Source: an optimization exercise on an open RTL-to-GDS flow (aim: small area). Production flows keep margins and buffers that such runs may drop. RTL that was checked went through simulation tests only; none was proved equivalent to the original.

## IDPManager
module IDPManager(
    input clk,
    input rst_n,
    output MEM_REQ,
    output [31:0] MEM_ADDR,
    output [3:0] MEM_CMD,
    input  [31:0] MEM_DIN,
    input  MEM_VLD,
    input  MEM_FIN,
    input  MEM_IDP_SEL,
    input  pxMem_WR_RDY,
    output pxMem_WR_VLD,
    input  pxMem_GRANT,
    output pxMem_WR_REQ,
    output [19:0] pxMem_Addr,
    output [3:0] pxMem_burst,
    output [15:0] pxMem_out,
    output [19:0] track_din,
    output track_write,
    input  IDP_START,
    output IDP_STATUS,
    input  [31:0] CFG_READ_START_ADDR,
    input  [8:0] CFG_WIDTH,
    input  [8:0] CFG_HEIGHT,
    input  [9:0] CFG_NUM_FMAP
);
For scale: roughly 1400 cells after synthesis, ~200 I/O pins, about 18000 sq um of cells after synthesis.
==> flow/config.mk <==
export PLATFORM = sky130hd
export DESIGN_NAME = IDPManager
export DESIGN_NICKNAME = IDPManager
export VERILOG_FILES = /design/flow/design.v
export SDC_FILE = /design/flow/constraint.sdc
export NUM_CORES = 4
export LEC_CHECK = 0
export CAP_MARGIN = 20
export CORE_MARGIN = 2
export CORE_UTILIZATION = 40
export SLEW_MARGIN = 20
==> flow/constraint.sdc <==
create_clock -name core_clock -period 16.0 [get_ports {clk}]
set_input_delay 3.2000 -clock core_clock [delete_from_list [all_inputs] [get_ports {clk}]]
set_output_delay 3.2000 -clock core_clock [all_outputs]
set_load 0.01 [all_outputs]
standard.sh (not shown) runs the stock make flow with config.mk's settings and CLKGATE_MAP_FILE= SYNTH_SCRIPT=/design/flow/synth_recipe.tcl, a recipe that flattens the netlist after the stock synthesis.
==> flow/flow/run.sh <==
#!/bin/bash
# The standard layout (standard synthesis, floorplan, power grid, placement,
# CTS, routing), with two changes: port buffers use the smallest buffer cell,
# and CTS uses small clock buffers without dummy loads.
set -euo pipefail
bash standard.sh \
  "BUFFER_PORTS_ARGS=-buffer_cell sky130_fd_sc_hd__buf_1" \
  "CTS_ARGS=-sink_clustering_enable -repair_clock_nets -buf_list {sky130_fd_sc_hd__clkbuf_4} -sink_clustering_size 10 -sink_clustering_max_diameter 40 -dont_use_dummy_load" \
  finish > flow_make.log 2>&1
Rerun with:
--- a/flow/flow/run.sh
+++ b/flow/flow/run.sh
@@ -7,3 +7,3 @@
   "BUFFER_PORTS_ARGS=-buffer_cell sky130_fd_sc_hd__buf_1" \
-  "CTS_ARGS=-sink_clustering_enable -repair_clock_nets -buf_list {sky130_fd_sc_hd__clkbuf_4} -sink_clustering_size 10 -sink_clustering_max_diameter 40 -dont_use_dummy_load" \
+  "CTS_ARGS=-sink_clustering_enable -repair_clock_nets -buf_list {sky130_fd_sc_hd__clkbuf_4} -dont_use_dummy_load" \
   finish > flow_make.log 2>&1
=> Design area increases by 1.5%; register-to-register slack loses 0.11 ns; worst setup slack is about the same; synthesized cell count is unchanged; critical path depth does not change; die area does not change; hold slack stays flat; wire length increases by 0.98%; via count rose by 2.0%; non-clock buffer count is unchanged.
No functional check of the RTL was part of any run of this note.

* * *

Another version of the RTL of IDPManager (not shown whole).
For scale: roughly 1400 cells after synthesis, roughly 370 flip-flops, ~200 I/O pins.
clock: 16.0 ns
lec_check: 0
cap_margin: 20
core_margin: 2
core_utilization: 60
gpl_routability_driven: 0
gpl_timing_driven: 0
place_density: 0.7
slew_margin: 20
==> flow/flow/run.sh <==
#!/bin/bash
# The standard layout (standard synthesis, floorplan, power grid, placement,
# CTS, routing), with two changes: port buffers use the smallest buffer cell,
# and CTS uses small clock buffers without dummy loads.
set -euo pipefail
bash standard.sh \
  "BUFFER_PORTS_ARGS=-buffer_cell sky130_fd_sc_hd__buf_1" \
  "CTS_ARGS=-sink_clustering_enable -repair_clock_nets -buf_list {sky130_fd_sc_hd__clkbuf_4} -sink_clustering_size 10 -sink_clustering_max_diameter 40 -dont_use_dummy_load" \
  finish > flow_make.log 2>&1
Next try:
Settings changed: CAP_MARGIN 20 to 0, GPL_ROUTABILITY_DRIVEN 0 to not set, GPL_TIMING_DRIVEN 0 to not set, SLEW_MARGIN 20 to 0.
What happened: Global-route usage falls by 2.0 points; fmax rises by 1.9%; worst hold slack barely changes; clock skew falls by 0.056 ns; setup slack gains 0.29 ns; area after synthesis stays the same; critical path depth falls by 1.

* * *

== the reference run ==
Starting RTL as in the previous note.
Design IDPManager, start of the top module:
module IDPManager(
    input clk,
    input rst_n,
    output MEM_REQ,
    output [31:0] MEM_ADDR,
    output [3:0] MEM_CMD,
    input  [31:0] MEM_DIN,
    input  MEM_VLD,
    input  MEM_FIN,
    input  MEM_IDP_SEL,
    input  pxMem_WR_RDY,
    output pxMem_WR_VLD,
    input  pxMem_GRANT,
    output pxMem_WR_REQ,
    output [19:0] pxMem_Addr,
    output [3:0] pxMem_burst,
    output [15:0] pxMem_out,
    output [19:0] track_din,
    output track_write,
    input  IDP_START,
    output IDP_STATUS,
    input  [31:0] CFG_READ_START_ADDR,
    input  [8:0] CFG_WIDTH,
    input  [8:0] CFG_HEIGHT,
    input  [9:0] CFG_NUM_FMAP
);
    localparam S_IDLE = 5'd0;
    localparam S_LOAD_CFG = 5'd1;
    localparam S_SM_GNT = 5'd4;
    localparam S_SM_CMD = 5'd5;
    localparam S_SM_WAIT = 5'd6;
    localparam S_SM_WRT = 5'd7;
    localparam S_HAM = 5'd3;    
    localparam S_PX_GNT = 5'd8;
    localparam S_PX_CMD = 5'd9;
    localparam S_PX_WAIT = 5'd10;
    localparam S_PX_WRT = 5'd11;
    localparam S_MOVE = 5'd12;
    localparam S_DEC = 5'd13;
    localparam S_CPY_GNT = 5'd16;
    localparam S_CPY_CMD = 5'd17;
    localparam S_BURST = 5'd18;
  ...
clock: 16.0 ns
lec_check: 0
cap_margin: 20
core_margin: 2
core_utilization: 60
place_density: 0.7
slew_margin: 20
Scripts as last shown in full above: flow/flow/run.sh
For the trial run, these inputs were changed with respect to the reference run:
Settings: clearing PLACE_DENSITY, which used to be 0.7; swapping 60 for 40 in CORE_UTILIZATION.
### Flow results
- Route | the trial run vs the reference run | wire longer in the trial run
- Total number of tap cells (lower): the reference run
- Re remaining global-route overflow: no difference whatsoever between the reference run and the trial run.
- Against the reference run as the reference, the trial run delivers a higher final area.
- In the reports for the reference run and the trial run, the larger setup slack belongs to the reference run.
- In the trial run relative to the reference run, post-place instance area had gone up slightly.
- Compared the reference run against the trial run; proportion of final cell area spent on non-clock buffers within noise.

[what the ideal ports hide]
No port has a modelled driver above. Below, the same layouts with a new extraction and two added sets of constraints.
Step 1 (the two cells are an assumption about what drives the block):
set clk [get_ports {clk}]
set_driving_cell -lib_cell sky130_fd_sc_hd__clkbuf_16 $clk
set_driving_cell -lib_cell sky130_fd_sc_hd__buf_2 [delete_from_list [all_inputs] $clk]
Step 2 adds t to the input delays and takes it off the output delays; t is the mean of the earliest and latest rising clock arrival at the registers after step 1. Input paths then give back, and output paths get back, about the clock's delay inside the block.
Three values: ideal ports, drivers, drivers and shift; two values: the first two.
| run | t (ns) | setup WS [ns] | worst hold slack (ns) | worst setup path at the end | latest minus earliest clock arrival (ns) |
|---|---|---|---|---|---|
| the first run of note 1 | 0.831 | 0.820 / 0.798 / 0.798 | 0.477 / 0.477 / 0.477 | input to output | 0.151 / 0.151 |
| the second run of note 1 | 0.822 | 0.820 / 0.798 / 0.798 | 0.480 / 0.480 / 0.480 | input to output | 0.146 / 0.145 |
| the first run of note 2 | 0.735 | 0.638 / 0.617 / 0.617 | 0.482 / 0.482 / 0.482 | input to output | 0.156 / 0.156 |
| the second run of note 2 | 0.741 | 0.929 / 0.909 / 0.909 | 0.480 / 0.480 / 0.480 | input to output | 0.110 / 0.110 |
| the reference run | 0.738 | 0.932 / 0.912 / 0.912 | 0.484 / 0.484 / 0.484 | input to output | 0.106 / 0.106 |
| the trial run | 0.750 | 0.773 / 0.751 / 0.751 | 0.487 / 0.487 / 0.487 | input to output | 0.114 / 0.114 |
After both steps every run listed still meets setup and hold.
